Source: an optimization exercise on an open RTL-to-GDS flow (aim: small area and a short achievable clock period). Production flows keep margins and buffers that such runs may drop.
Function was checked by simulation only, so behaviour that the tests miss may differ from the original.
Power figures rest on the tool's default switching activity, not on a simulated workload.

Setup of build 68:
## vector_dot_dma
module vector_dot_dma(
				clk,
				reset,
				address,
				writedata,
				write,
				read,
				readdata,
                b_data);
input clk;
input reset;                 
input [1:0] address;
input [31:0] writedata;
input write;
input read;
input b_data;                
output reg [31:0] readdata;
reg [31:0] a_buf [0:3];
reg [3:0]  a_valid;
reg        m_s;
reg [22:0] m_fa;
reg [11:0] m_bone;    
reg [11:0] m_btwo;
reg [10:0] m_bneg;
reg [8:0]  m_fe0;
reg        m_z;
reg [31:0] p;       
reg [31:0] acc;     
wire clr   = reset | read;
wire a_wr  = write & ~b_data;
wire b_wr  = write & b_data;
wire [31:0] a_sel = a_buf[address];
wire        a_ok  = a_valid[address];
wire [31:0] mul_out;
wire [31:0] add_out;
floating_multiplier m1(m_s, m_fa, m_bone, m_btwo, m_bneg, m_fe0, m_z, mul_out);
floating_add_sub a1(p, acc, add_out);
wire [8:0] e_sum = {1'b0, writedata[30:23]} + {1'b0, a_sel[30:23]} - 9'd127;
wire       z_in  = ~a_ok | (writedata == 32'd0) | (a_sel == 32'd0) |
                   (&writedata[30:23]) | (&a_sel[30:23]);
wire [24:0] y_ext = {1'b1, a_sel[22:0], 1'b0};
wire [11:0] b_one, b_two, b_neg;
genvar g;
generate
    for (g = 0; g < 12; g = g + 1) begin : booth
        wire [2:0] t = y_ext[2*g+2:2*g];
        assign b_one[g] = t[1] ^ t[0];
        assign b_two[g] = (t[2] & ~t[1] & ~t[0]) | (~t[2] & t[1] & t[0]);
        assign b_neg[g] = t[2];
    end
endgenerate
always @(posedge clk) begin
    if (reset)
        readdata <= 32'b0;
    else if (read)
        readdata <= add_out;
    if (clr)
        a_valid <= 4'b0;
    else if (a_wr)
        a_valid[address] <= 1'b1;
    if (a_wr)
        a_buf[address] <= writedata;
    if (clr)
        m_z <= 1'b1;
    else if (b_wr)
        m_z <= z_in;
    if (b_wr) begin
        m_s   <= writedata[31] ^ a_sel[31];
        m_fa  <= writedata[22:0];
        m_bone <= b_one;
        m_btwo <= b_two;
        m_bneg <= b_neg[10:0];
        m_fe0 <= e_sum;
    end
    if (clr) begin
  ...
For scale: about 37000 um^2 of cells after synthesis.
export LEC_CHECK = 0
export ABC_AREA = 1
export CAP_MARGIN = 30
export CORE_MARGIN = 2
export CORE_UTILIZATION = 50
export PLACE_DENSITY = 0.65
export SETUP_SLACK_MARGIN = 5
export SLEW_MARGIN = 30
export TNS_END_PERCENT = 0
create_clock -name core_clock -period 11.0 [get_ports {clk}]
standard.sh (not shown) runs the stock make flow with config.mk's settings and CLKGATE_MAP_FILE= SYNTH_SCRIPT=/design/flow/synth_recipe.tcl, a recipe that flattens the netlist after the stock synthesis.
==> flow/flow/run.sh <==
#!/bin/bash
# Own layout flow:
#  1. the standard synthesis, unchanged (standard.sh synth);
#  2. its combinational logic re-mapped by ABC (ORFS's area script) as whole
#     register-to-register paths: the standard netlist's full/half adder
#     cells are turned back into logic first, so that ABC sees each path
#     whole (flow/remap.ys.in, flow/remap.abc); the registers keep their
#     instances, names and cell types;
#  3. the standard layout steps on that netlist (standard.sh finish).
# Each tool's output goes to a log file of its own in this folder.
set -euo pipefail
W=$(pwd)
R=$W/orfs/results/$FLOW_PLATFORM/vector_dot_dma/base
LIB=$FLOW_HOME/platforms/$FLOW_PLATFORM/lib/sky130_fd_sc_hd__tt_025C_1v80.lib
YOSYS=$FLOW_HOME/../tools/install/yosys/bin/yosys
[[ -x $YOSYS ]] || YOSYS=$(command -v yosys)

bash standard.sh synth > $W/log_1_standard_synth.log 2>&1

cp $R/1_2_yosys.v $W/standard_synth.v
sed -e "s|@LIB@|$LIB|g" -e "s|@IN@|$W/standard_synth.v|" -e "s|@TOP@|$FLOW_TOP|g" \
    -e "s|@ABC@|$W/flow/remap.abc|" -e "s|@CONSTR@|$W/flow/abc.constr|" \
    -e "s|@OUT@|$W/remapped.v|" $W/flow/remap.ys.in > $W/remap.ys
$YOSYS -s $W/remap.ys > $W/log_2_remap_yosys.log 2>&1
cp $W/remapped.v $R/1_2_yosys.v
rm -f $R/1_synth.odb $R/1_synth.sdc

bash standard.sh finish > $W/log_3_standard_layout.log 2>&1
==> flow/flow/remap.abc <==
strash
dch
map -B 0.9
topo
stime -c
buffer -c
upsize -c
dnsize -c
stime -p
Other scripts of this flow, unchanged in this note and not shown: flow/flow/abc.constr, flow/flow/remap.ys.in
Looking at the reports, build 68 completed the entire flow and the layout it produced met the timing, design-rule and antenna checks.
Modified inputs, build 17 compared to build 68
Settings: SETUP_SLACK_MARGIN removed (was 5); CORE_UTILIZATION changed from 50 to 40; PLACE_DENSITY changed from 0.65 to 0.55.
diff --git a/flow/flow/run.sh b/flow/flow/run.sh
--- a/flow/flow/run.sh
+++ b/flow/flow/run.sh
@@ -7,6 +7,4 @@
 #     whole (flow/remap.ys.in, flow/remap.abc); the registers keep their
 #     instances, names and cell types;
-#  3. the standard layout steps on that netlist (standard.sh finish).
-# Each tool's output goes to a log file of its own in this folder.
 set -euo pipefail
 W=$(pwd)
@@ -26,3 +24,4 @@
 rm -f $R/1_synth.odb $R/1_synth.sdc
 
-bash standard.sh finish > $W/log_3_standard_layout.log 2>&1
+bash standard.sh cts SETUP_SLACK_MARGIN=5.5 > $W/log_3_standard_layout_to_cts.log 2>&1
+bash standard.sh finish SETUP_SLACK_MARGIN=5 > $W/log_4_standard_layout_finish.log 2>&1
## What came out
Build 17: flow completed, timing, DRC and antenna clean
Die area was higher in build 17 than in build 68.
Build 17 vs. build 68: wire length increased by 5.7% relative to the old numbers, leakage power total increased by 0.067 nW relative to the old numbers, global-route usage decreased by 4.3 points relative to the old numbers.
First-pass GRT wire length was higher in the run labelled build 17.
Taking build 68 as the reference point, the via density per instance of build 17 falls by about 4.5%.
Build 68 → build 17: final non-filler cell total up 3.9%, number of vias in the routed layout has decreased, synthesis-to-finish area growth up 1.6 points, pin count of the biggest net entering global routing dropped 1.4%.
The following lists how build 67 was set up differently from build 17:
Settings: a change of PLACE_DENSITY from 0.55 to 0.6; a change of CORE_UTILIZATION from 40 to 45.
diff --git a/flow/flow/run.sh b/flow/flow/run.sh
--- a/flow/flow/run.sh
+++ b/flow/flow/run.sh
@@ -2,5 +2,5 @@
 # Own layout flow:
 #  1. the standard synthesis, unchanged (standard.sh synth);
-#  2. its combinational logic re-mapped by ABC (ORFS's area script) as whole
+#  2. its combinational logic re-mapped by ABC (delay target 4.5 ns) as whole
 #     register-to-register paths: the standard netlist's full/half adder
 #     cells are turned back into logic first, so that ABC sees each path
==> flow/flow/remap.abc <==
strash
dch
map -D 4500
topo
buffer -c
upsize -c
dnsize -c
stime -p
[summary]
Build 67 has clock group share of total power below what build 17 had.
Build 67 vs. build 17: die area saw a decrease; core box area saw a decrease.
The inputs of build 43 differ from those of build 67 as listed below.
Settings: CORE_UTILIZATION now 50, was 45; PLACE_DENSITY now 0.65, was 0.6.
diff --git a/flow/flow/run.sh b/flow/flow/run.sh
--- a/flow/flow/run.sh
+++ b/flow/flow/run.sh
@@ -2,5 +2,5 @@
 # Own layout flow:
 #  1. the standard synthesis, unchanged (standard.sh synth);
-#  2. its combinational logic re-mapped by ABC (delay target 4.5 ns) as whole
+#  2. its combinational logic re-mapped by ABC (ORFS's area script) as whole
 #     register-to-register paths: the standard netlist's full/half adder
 #     cells are turned back into logic first, so that ABC sees each path
@@ -24,4 +24,3 @@
 rm -f $R/1_synth.odb $R/1_synth.sdc
 
-bash standard.sh cts SETUP_SLACK_MARGIN=5.5 > $W/log_3_standard_layout_to_cts.log 2>&1
-bash standard.sh finish SETUP_SLACK_MARGIN=5 > $W/log_4_standard_layout_finish.log 2>&1
+bash standard.sh finish SETUP_SLACK_MARGIN=6 > $W/log_3_standard_layout.log 2>&1
==> flow/flow/remap.abc <==
strash
dch
map -B 0.9
topo
stime -c
buffer -c
upsize -c
dnsize -c
stime -p
==> comparison <==
- Build 43 ended up with a lower share of final layout cell area taken by non-clock buffers than build 67 did.
- Going from build 67 to build 43, synthesized area divided by synthesized cell count shrinks by 0.31 um^2.
- The critical path depth in build 67 is 1.17 times that in build 43.
- Note that the via count of the first global-routing pass recorded for build 67 amounts to 0.939 times the value seen in build 43.
- Relative to build 67, total routed wire length on the met1 layer has increased by about 0.33% in build 43.

==> afterwards: timing with drivers on the ports <==
In the flow no input, the clock included, has a driving cell. The finished layouts below were timed again as built, in two steps.
Step 1 sets driving cells, clkbuf_16 on the clock port and buf_2 on the other inputs (assumed; they add their load-dependent delay and slew).
Step 2 also shifts input and output timing later by t, the mid clock arrival at the registers, as if the neighbouring blocks saw the same clock.
a / b / c = ideal / step 1 / step 2; a / b = the first two.
| run | t, ns | setup WS [ns] | latest minus earliest clock arrival (ns) | worst register clock-pin slew, ns | worst data-port slew with drivers (ns) |
|---|---|---|---|---|---|
| build 68 | 0.605 | 5.205 / 5.205 / 5.205 | 0.041 / 0.041 | 0.06 / 0.06 | 0.05 |
| build 17 | 0.615 | 5.262 / 5.262 / 5.262 | 0.043 / 0.043 | 0.06 / 0.06 | 0.04 |
| build 67 | 0.631 | 4.018 / 4.018 / 4.018 | 0.038 / 0.038 | 0.08 / 0.08 | 0.08 |
| build 43 | 0.601 | 5.331 / 5.331 / 5.253 | 0.039 / 0.039 | 0.06 / 0.06 | 0.05 |
After both steps every run listed still meets setup and hold. The setup slack of build 43, which loses most, moves by 0.000 ns with the drivers and by -0.078 ns with both steps.
